Context: an optimization exercise on an open-source flow, tuned for small area. The choices shown serve that exercise and are no tape-out recipe.
Only simulation tests tie the RTL to the original design; equivalence was not proved.
No activity file was given, so power comes from the tool's default toggle rates.

alpha:
==> module PSX_DDR_Interface, before the edit <==
module PSX_DDR_Interface(
  input i_clk,
  input i_rst,
  input i_command,
  input i_writeElseRead,
  input [1:0] i_commandSize,
  input [14:0] i_targetAddr,
  input [2:0] i_subAddr,
  input [15:0] i_writeMask,
  input [255:0] i_dataClient,
  output wire o_busyClient,
  output reg o_dataValidClient,
  output reg [255:0] o_dataClient,
  input i_busyMem,
  input i_dataValidMem,
  input [31:0] i_dataMem,
  output wire o_writeEnableMem,
  output wire o_readEnableMem,
  output wire [7:0] o_burstLength,
  output wire [31:0] o_dataMem,
  output wire [25:0] o_targetAddr,
  output wire [3:0] o_byteEnableMem
);
localparam WAIT_STATE         = 2'b00;
localparam WRITE_STATE        = 2'b01;
localparam READ_REQUEST_STATE = 2'b10;
localparam READ_STATE         = 2'b11;
reg [1:0]  rwState;
reg [2:0]  burstCounter;
reg        sizeBig;
reg        sizeLong;
wire started = ~sizeBig | sizeLong;
wire [2:0] beatMask = {sizeBig, sizeBig, sizeLong};
wire lastBeat = &(burstCounter | ~beatMask);
wire inWait  = (rwState == WAIT_STATE);
wire inWrite = (rwState == WRITE_STATE);
wire inRead  = (rwState == READ_STATE);
wire take = inWait & i_command & (started | (i_targetAddr == 15'h0));
wire advance = (inWrite & ~i_busyMem) | (inRead & i_dataValidMem);
wire [7:0] beatSel;
PSX_DDR_Interface_dec8 u_dec (.a(burstCounter), .y(beatSel));
assign o_writeEnableMem = inWrite & i_rst;
assign o_readEnableMem = (rwState == READ_REQUEST_STATE) & i_rst;
assign o_busyClient = ~inWait;
assign o_burstLength = {4'h0, sizeBig, 1'b0, sizeLong & ~sizeBig, ~sizeLong};
assign o_targetAddr = {8'h00, o_dataClient[17:0]};
wire [31:0] beatData;
wire [1:0]  beatMask2;
genvar b;
generate
  for (b = 0; b < 32; b = b + 1)
  begin : g_wbit
    PSX_DDR_Interface_sel8 u_sel (
      .d({i_dataClient[224+b], i_dataClient[192+b], i_dataClient[160+b], i_dataClient[128+b],
          i_dataClient[96+b], i_dataClient[64+b], i_dataClient[32+b], i_dataClient[b]}),
      .s(beatSel), .y(beatData[b]));
  end
  for (b = 0; b < 2; b = b + 1)
  begin : g_mbit
    PSX_DDR_Interface_sel8 u_sel (
      .d({i_writeMask[14+b], i_writeMask[12+b], i_writeMask[10+b], i_writeMask[8+b],
          i_writeMask[6+b], i_writeMask[4+b], i_writeMask[2+b], i_writeMask[b]}),
      .s(beatSel), .y(beatMask2[b]));
  end
endgenerate
assign o_dataMem = beatData;
assign o_byteEnableMem = {{2{beatMask2[1]}}, {2{beatMask2[0]}}};
always @(posedge i_clk or negedge i_rst)
begin
  if (!i_rst)
  begin
    rwState <= WAIT_STATE;
    burstCounter <= 3'h0;
    sizeBig <= 1'b1;
    sizeLong <= 1'b0;
    o_dataValidClient <= 1'b0;
  end
  else
  begin
    o_dataValidClient <= inRead & i_dataValidMem & lastBeat;
    if (take)
    begin
      sizeBig <= i_commandSize[1];
      sizeLong <= i_commandSize[1] | i_commandSize[0];
      rwState <= i_writeElseRead ? WRITE_STATE : READ_REQUEST_STATE;
    end
    else if (advance)
    begin
      burstCounter <= {burstCounter[2] ^ (burstCounter[1] & burstCounter[0]),
                       burstCounter[1] ^ burstCounter[0],
                       ~burstCounter[0]} & beatMask;
      if (lastBeat)
        rwState <= WAIT_STATE;
    end
    else if ((rwState == READ_REQUEST_STATE) & ~i_busyMem)
      rwState <= READ_STATE;
  end
end
always @(posedge i_clk)
begin
  if (inWait)
    o_dataClient[17:0] <= {i_targetAddr, i_subAddr};
  else if (inRead & beatSel[0])
    o_dataClient[17:0] <= i_dataMem[17:0];
end
always @(posedge i_clk)
begin
  if (beatSel[0])
    o_dataClient[31:18] <= i_dataMem[31:18];
end
genvar k;
generate
  for (k = 1; k < 7; k = k + 1)
  begin : g_slot
    always @(posedge i_clk)
    begin
      if (beatSel[k])
        o_dataClient[32*k +: 32] <= i_dataMem;
    end
  end
endgenerate
always @(posedge i_clk)
  o_dataClient[255:224] <= i_dataMem;
endmodule
==> module PSX_DDR_Interface_dec8, before the edit <==
module PSX_DDR_Interface_dec8(
  input [2:0] a,
  output [7:0] y
);
assign y = 8'h01 << a;
endmodule
clock: 4.0 ns
lec_check: 0
cap_margin: 20
core_area: 5 5 235 235
die_area: 0 0 240 240
place_density: 0.6
slew_margin: 20
synth_hierarchical: 1
synth_minimum_keep_size: 0
standard.sh (not shown) runs the stock make flow with config.mk's settings and CLKGATE_MAP_FILE= SYNTH_SCRIPT=/design/flow/synth_recipe.tcl, a recipe that flattens the netlist after the stock synthesis.
==> flow/flow/run.sh <==
#!/bin/bash
# Standard layout, but port buffers use the smallest buffer cell and CTS uses
# small leaf clusters of clkbuf_4 and no dummy loads.
set -euo pipefail
export BUFFER_PORTS_ARGS="-buffer_cell sky130_fd_sc_hd__buf_1"
export CTS_ARGS="-sink_clustering_enable -repair_clock_nets -dont_use_dummy_load -buf_list sky130_fd_sc_hd__clkbuf_4 -sink_clustering_size 10 -sink_clustering_max_diameter 30"
bash standard.sh > standard.log 2>&1
The final layout from alpha, which completed every stage, passed the timing, DRC and antenna checks at the end of the flow.
The following lists how beta was set up differently from alpha:
==> flow/design.v, changed modules only <==
module PSX_DDR_Interface(
  input i_clk,
  input i_rst,
  input i_command,
  input i_writeElseRead,
  input [1:0] i_commandSize,
  input [14:0] i_targetAddr,
  input [2:0] i_subAddr,
  input [15:0] i_writeMask,
  input [255:0] i_dataClient,
  output wire o_busyClient,
  output reg o_dataValidClient,
  output reg [255:0] o_dataClient,
  input i_busyMem,
  input i_dataValidMem,
  input [31:0] i_dataMem,
  output wire o_writeEnableMem,
  output wire o_readEnableMem,
  output wire [7:0] o_burstLength,
  output wire [31:0] o_dataMem,
  output wire [25:0] o_targetAddr,
  output wire [3:0] o_byteEnableMem
);
localparam WAIT_STATE         = 2'b00;
localparam WRITE_STATE        = 2'b01;
localparam READ_REQUEST_STATE = 2'b10;
localparam READ_STATE         = 2'b11;
reg [1:0]  rwState;
reg [2:0]  burstCounter;
reg        sizeBig;
reg        sizeLong;
reg [17:0] targetAddr;
wire started = ~sizeBig | sizeLong;
wire [2:0] beatMask = {sizeBig, sizeBig, sizeLong};
wire lastBeat = &(burstCounter | ~beatMask);
wire inWait  = (rwState == WAIT_STATE);
wire inWrite = (rwState == WRITE_STATE);
wire inRead  = (rwState == READ_STATE);
wire take = inWait & i_command & (started | (i_targetAddr == 15'h0));
wire advance = (inWrite & ~i_busyMem) | (inRead & i_dataValidMem);
assign o_writeEnableMem = inWrite & i_rst;
assign o_readEnableMem = (rwState == READ_REQUEST_STATE) & i_rst;
assign o_busyClient = ~inWait;
assign o_burstLength = {4'h0, sizeBig, 1'b0, sizeLong & ~sizeBig, ~sizeLong};
assign o_targetAddr = {8'h00, targetAddr};
wire [7:0] beatSel = 8'h01 << burstCounter;
wire [31:0] beatData;
wire [1:0]  beatMask2;
genvar b;
generate
  for (b = 0; b < 32; b = b + 1)
  begin : g_wbit
    PSX_DDR_Interface_sel8 u_sel (
      .d({i_dataClient[224+b], i_dataClient[192+b], i_dataClient[160+b], i_dataClient[128+b],
          i_dataClient[96+b], i_dataClient[64+b], i_dataClient[32+b], i_dataClient[b]}),
      .s(beatSel), .y(beatData[b]));
  end
  for (b = 0; b < 2; b = b + 1)
  begin : g_mbit
    PSX_DDR_Interface_sel8 u_sel (
      .d({i_writeMask[14+b], i_writeMask[12+b], i_writeMask[10+b], i_writeMask[8+b],
          i_writeMask[6+b], i_writeMask[4+b], i_writeMask[2+b], i_writeMask[b]}),
      .s(beatSel), .y(beatMask2[b]));
  end
endgenerate
assign o_dataMem = beatData;
assign o_byteEnableMem = {{2{beatMask2[1]}}, {2{beatMask2[0]}}};
always @(posedge i_clk or negedge i_rst)
begin
  if (!i_rst)
  begin
    rwState <= WAIT_STATE;
    burstCounter <= 3'h0;
    sizeBig <= 1'b1;
    sizeLong <= 1'b0;
    o_dataValidClient <= 1'b0;
  end
  else
  begin
    o_dataValidClient <= inRead & i_dataValidMem & lastBeat;
    if (take)
    begin
      sizeBig <= i_commandSize[1];
      sizeLong <= i_commandSize[1] | i_commandSize[0];
      rwState <= i_writeElseRead ? WRITE_STATE : READ_REQUEST_STATE;
    end
    else if (advance)
    begin
      burstCounter <= (burstCounter + 3'h1) & beatMask;
      if (lastBeat)
        rwState <= WAIT_STATE;
    end
    else if ((rwState == READ_REQUEST_STATE) & ~i_busyMem)
      rwState <= READ_STATE;
  end
end
always @(posedge i_clk)
begin
  if (take)
    targetAddr <= {i_targetAddr, i_subAddr};
end
genvar k;
generate
  for (k = 0; k < 7; k = k + 1)
  begin : g_slot
    always @(posedge i_clk)
    begin
      if (i_dataValidMem && beatSel[k])
        o_dataClient[32*k +: 32] <= i_dataMem;
    end
  end
endgenerate
always @(posedge i_clk)
  o_dataClient[255:224] <= i_dataMem;
endmodule
module PSX_DDR_Interface_aoi22(
  input [1:0] a,
  input [1:0] b,
  output y
);
assign y = ~|(a & b);
endmodule
// module PSX_DDR_Interface_dec8 removed
--- outcome ---
Multi-input combinational cell count (beta over alpha): decrease, 14
Between alpha and beta, the flow reports clock tree buffer count of the final layout decreasing by more than a quarter.
Diff beta..alpha | tapcell count | unchanged
met1 usage in global routing down 1.3 points in beta wrt alpha
Compared with alpha, beta shows a lower area added between synthesis and finish.
Any difference in required time of the critical path between alpha and beta is small enough to ignore.
met2 track demand over resource in global routing in beta is 1.8 points higher than in alpha
[compare] base=alpha new=beta: power of the sequential group shows a reduction of about 7%; period utilization shows a reduction of 0.53 points; clock group total power shows a reduction of 13%; wire length of the first global-routing pass shows no meaningful change.
beta against alpha; design area is up by a few percent.
Worst setup slack sits higher in beta than in alpha.

-- re-timing with driven ports --
Ports are ideal in the flow. The routed layouts listed here were re-timed in OpenROAD. Step 1: set_driving_cell puts a clkbuf_16 on i_clk and a buf_2 on each other input, an assumption about the parent block. Step 2, shift: input delay + t, output delay - t, t = (earliest + latest rising clock arrival at the registers) / 2. This alone moves slack from input paths to output paths. Three values: ideal ports, drivers, drivers and shift; two values: the first two.
run | t (ns) | setup slack, ns | worst setup path at the end | worst data-port slew with drivers (ns) | pins driven straight from the clock port
alpha | 0.736 | 0.285 / 0.244 / 0.980 | register to output | 0.17 | 1
beta | 0.625 | 0.306 / 0.266 / 0.891 | register to output | 0.16 | 1
After both steps setup and hold are still met in every run listed.
